Context: an optimization exercise on an open-source flow, tuned for a short achievable clock period and few clock cycles. The choices shown serve that exercise and are no tape-out recipe.
At most, simulation tests tie the RTL to the original design; equivalence was not proved.
Power and IR drop assume default switching activity.

==> flow/design.v (excerpt) <==
module core (
    input clk,
    input reset,
    output [11:0] imem_addr,
    input [15:0] imem_data,
    output wb_valid,
    output [2:0] wb_reg,
    output [15:0] wb_data
);
Size in the first run: about 3500 cells after synthesis, roughly 680 flip-flops, about 50 I/O pins.
clock: 6.0 ns
lec_check: 0
abc_area: 1
cap_margin: 20
core_margin: 2
core_utilization: 40
setup_slack_margin: 3.9
slew_margin: 20
tns_end_percent: 100
run.sh (not shown) runs the stock make flow with config.mk's settings and CLKGATE_MAP_FILE= SYNTH_SCRIPT=/design/flow/synth_recipe.tcl, a recipe that flattens the netlist after the stock synthesis.
Then changed:
SETUP_SLACK_MARGIN = 4.2   (was 3.9)
Global-route usage went up by 0.93 points; cell count increases by 2.0%; combinational power rose by 7.9%.
Function was not checked in any run of this note: the RTL went through the layout flow alone.

---

## job 101
core, a different RTL version from the one above (not shown whole).
Size: ~2,600 cells after synthesis, ~670 flip-flops, about 50 I/O pins, about 31,000 um2 of cells after synthesis.
export LEC_CHECK = 0
export CAP_MARGIN = 20
export CORE_MARGIN = 2
export CORE_UTILIZATION = 40
export SETUP_SLACK_MARGIN = 3.5
export SLEW_MARGIN = 20
export TNS_END_PERCENT = 100
create_clock -name core_clock -period 6.0 [get_ports {clk}]
Testbench counts of job 101, summed over its fixed seeds: cycles 66,324.
Relative to job 101, the following input files were edited for job 102:
- putting SYNTH_MINIMUM_KEEP_SIZE at 0 where nothing was set
- putting SYNTH_HIERARCHICAL at 1 where nothing was set
==> comparison <==
- No stage failed in job 102, and the final checks on the layout all came back clean.
- In job 102 relative to job 101, clock network power consumption had gone down slightly.
- Taking job 101 over job 102, the number of buffers added for setup after CTS ratio works out to 0.61.
- Comparing job 102 and job 101, number of global-route vias before repair is lower on job 101.
- The non-clock buffer count in job 102 is 1.3 times that in job 101.
- Job 102 ends up with a multi-input combinational cell count that is about 3.7% higher than in job 101.
- Placement-stage cell area for job 102: 370 um2 up relative to job 101
- Job 102 against job 101: smallest setup slack after layout went down by 0.41 ns, end-of-flow core utilization higher.
- Length in cells of the worst reg-to-reg path delta for job 102 relative to job 101: 5 higher

---

run A:
Another version of the RTL of core (not shown whole).
For scale: roughly 2,600 cells after synthesis, ~610 flip-flops.
clock: 6.0 ns
lec_check: 0
cap_margin: 20
core_margin: 2
core_utilization: 40
setup_slack_margin: 3.5
slew_margin: 20
tns_end_percent: 100
standard.sh (not shown) runs the stock make flow with config.mk's settings and CLKGATE_MAP_FILE= SYNTH_SCRIPT=/design/flow/synth_recipe.tcl, a recipe that flattens the netlist after the stock synthesis.
==> flow/flow/run.sh <==
#!/bin/bash
# Layout flow: the standard layout (standard.sh), plus one more setup repair
# pass after global routing that only removes buffers, resizes and swaps pins.
set -euo pipefail
export POST_GLOBAL_ROUTE_TCL="$PWD/flow/post_grt.tcl"
bash standard.sh > standard.log 2>&1
==> flow/flow/post_grt.tcl <==
# extra setup repair on global-route parasitics, then reroute what changed
global_route -start_incremental
repair_timing -setup -setup_margin 3.5 -sequence "unbuffer,sizeup,swap" -verbose
detailed_placement
global_route -end_incremental
estimate_parasitics -global_routing
write_guides $::env(RESULTS_DIR)/route.guide
For run B, these inputs were changed with respect to run A:
==> flow/flow/run.sh <==
#!/bin/bash
# Layout flow: the standard layout (standard.sh), with setup repair told not
# to insert buffers (the sequence below has no "buffer" move).
set -euo pipefail
export SETUP_MOVE_SEQUENCE="unbuffer,sizeup,swap,clone,split"
bash standard.sh > standard.log 2>&1
removed: flow/flow/post_grt.tcl
Diff run B..run A | count of antenna-violating nets left after detailed routing | unchanged
The global routing usage on met3 reported for run B is smaller than that of run A by 0.49 points.
Going from run A to run B, buffer count excluding the clock tree in the final layout -about 66%, total design power -1.3 mW.
No functional check of the RTL was part of any run of this note.

---

## wip/cedar
Another version of the RTL of core (not shown whole).
Size in the first run: ~2500 cells after synthesis, about 50 I/O pins.
Settings: LEC_CHECK=0, CAP_MARGIN=20, CORE_MARGIN=2, CORE_UTILIZATION=40, PLACE_DENSITY=0.75, SETUP_SLACK_MARGIN=3.5, SLEW_MARGIN=20, TNS_END_PERCENT=100; clock period 6.0 ns.
run.sh (not shown) runs the stock make flow with config.mk's settings and CLKGATE_MAP_FILE= SYNTH_SCRIPT=/design/flow/synth_recipe.tcl, a recipe that flattens the netlist after the stock synthesis.
Stock flow here: none of the scripts above is used.
wip/cedar finished all stages; the layout is clean.
Testbench counts of wip/cedar, summed over its fixed seeds: cycles 66,292.
### wip/cedar -> wip/sierra
Settings: changing TNS_END_PERCENT from 100 to 5; removing PLACE_DENSITY (formerly 0.75).
### Flow results
- The biggest fanout along the worst timing path in wip/sierra sits 18 above the value recorded for wip/cedar.
- Aggregate routed wire length: wip/sierra vs wip/cedar down 2.6%
- wip/sierra against wip/cedar: setup slack of the most critical reg-to-reg path fell 80 ps; critical path depth rose 2.
[inputs] wip/amber vs wip/sierra
Settings: putting PLACE_DENSITY at 0.7 where nothing was set; swapping 5 for 100 in TNS_END_PERCENT; swapping 40 for 50 in CORE_UTILIZATION; swapping 3.5 for 3.6 in SETUP_SLACK_MARGIN.
Findings:
In wip/amber the post-route clock period utilization turned out 2.8 points lower than in wip/sierra. The run showing the greater clock-buffer cell count is wip/amber. From wip/sierra to wip/amber the numbers moved as follows: power went up; total number of vias saw an increase; clock period minus final worst setup slack now smaller. wip/sierra vs wip/amber, cell with the biggest individual delay on the critical path: mux2_2 vs dfstp_4. Changes observed in wip/amber relative to wip/sierra: iteration count of the initial detailed-routing pass has increased; critical path data required time went down 1700 ps; count of filler cells inserted in the layout decreased about 35%; non-clock buffer count saw an increase. Worst setup slack up 170 ps in wip/amber wrt wip/sierra.
> inputs changed (wip/amber -> wip/ember)
Settings: a deleted PLACE_DENSITY that had been 0.7; a change of CORE_UTILIZATION from 50 to 40; a change of SETUP_SLACK_MARGIN from 3.6 to 3.5; an added GPL_ROUTABILITY_DRIVEN of 0.
Notes after the runs:
wip/ember: no failed stages, no open violations at the end
Compared wip/ember vs wip/amber, and area of the core is up in wip/ember.
Count of buffer and inverter cells on the critical path, wip/ember and wip/amber, higher one = wip/ember.
When wip/ember is measured against wip/amber, its met2 routing resource usage after global routing turns out 12 points lower.
Total power density per cell area, wip/ember and wip/amber, lower one = wip/amber.
Between wip/ember and wip/amber, it is wip/ember whose met3 global-route usage is lower, by 3.7 points.
As far as sequential cell count goes, wip/amber and wip/ember are indistinguishable; the numbers are identical.
## Diff of input files: wip/fjord against wip/ember
Settings: GPL_ROUTABILITY_DRIVEN removed (was 0); ABC_AREA newly set to 1.
On wip/fjord: share of cells above drive strength 1 is 17 points lower than what wip/ember gave.
Combinational family with the most area after synthesis: simple AND/OR/NAND/NOR gates -> wip/fjord, multiplexers -> wip/ember
Synthesized area, wip/fjord and wip/ember: lower on wip/ember
Run comparison: wip/ember start point of the critical path e_b[1]; wip/fjord start point of the critical path C[0]
| clock tree cell share of total cell area | wip/fjord vs wip/ember | 0.30 points higher |
Looking at sequential share of the synthesized area, wip/fjord sits 3.7 points lower than wip/ember does.
Number of standard-cell rows in the floorplan (wip/fjord vs. wip/ember) increases by a few percent
> inputs changed (wip/fjord -> wip/indigo)
Settings: removing ABC_AREA (formerly 1).
Notes after the runs:
- In the flow results for wip/indigo and wip/fjord, the final routed wirelength across all metal layers is larger on wip/fjord.
- In the flow results for wip/indigo and wip/fjord, the proportion of cell area occupied by registers is smaller on wip/fjord.
- Global-route usage ends up lower on wip/indigo.
- | combinational group power | wip/indigo vs wip/fjord | about 3% lower |
- wip/indigo vs. wip/fjord: clock buffer instance count of the final layout went down by 4.
- Delta (wip/indigo minus wip/fjord): number of ordinary and repair buffers in the finished layout shows an increase of about 9%; multiplexer share of the synthesized area shows an increase of 12 points; time the final worst path needs with I/O delays and setup shows a reduction of 56 ps.
- Adder-cell area share of the yosys netlist, wip/indigo and wip/fjord: smaller value in wip/fjord
- Relative to wip/fjord, detailed-route wire length per cell has increased by about 15% in wip/indigo.
- When wip/indigo is measured against wip/fjord, its setup fix buffers added after clock tree synthesis turns out 37 higher.

-- separate check: timing with driven ports --
In the flow no input, the clock included, has a driving cell. The finished layouts below were timed again as built, in two steps.
Step 1, drivers: a clkbuf_16 drives clk and a buf_2 each remaining input, both assumed.
Step 2 also shifts input and output timing later by t, the mid clock arrival at the registers, as if the neighbouring blocks saw the same clock.
Slacks: no drivers / after step 1 / after step 2; pairs: no drivers / after step 1.
| run | shift t [ns] | slack for setup (ns) | hold slack, ns | worst setup path at the end |
|---|---|---|---|---|
| the first run of note 1 | 0.685 | 3.664 / 3.603 / 3.091 | 0.319 / 0.319 / 0.319 | input to register |
| the second run of note 1 | 0.684 | 3.624 / 3.599 / 2.943 | 0.325 / 0.325 / 0.325 | input to register |
| job 101 | 0.675 | 3.396 / 3.319 / 2.643 | 0.327 / 0.327 / 0.327 | input to register |
| job 102 | 0.681 | 2.990 / 2.990 / 2.484 | 0.326 / 0.326 / 0.326 | input to register |
| run A | 0.679 | 3.216 / 3.216 / 2.768 | 0.325 / 0.325 / 0.325 | input to register |
| run B | 0.668 | 3.028 / 3.028 / 2.671 | 0.325 / 0.325 / 0.325 | input to register |
| wip/cedar | 0.706 | 3.373 / 3.318 / 2.662 | 0.317 / 0.317 / 0.317 | input to register |
| wip/sierra | 0.676 | 3.265 / 3.205 / 2.601 | 0.327 / 0.327 / 0.327 | input to register |
| wip/amber | 0.673 | 3.436 / 3.374 / 2.717 | 0.324 / 0.324 / 0.324 | input to register |
| wip/ember | 0.676 | 3.370 / 3.343 / 2.667 | 0.325 / 0.325 / 0.325 | input to register |
| wip/fjord | 0.695 | 3.382 / 3.315 / 2.826 | 0.323 / 0.323 / 0.323 | input to register |
| wip/indigo | 0.667 | 3.438 / 3.380 / 2.794 | 0.327 / 0.327 / 0.327 | input to register |
After both steps setup and hold are still met in every run listed. For job 101, which loses most, drivers alone change the setup slack by -0.077 ns; drivers and shift together by -0.753 ns.
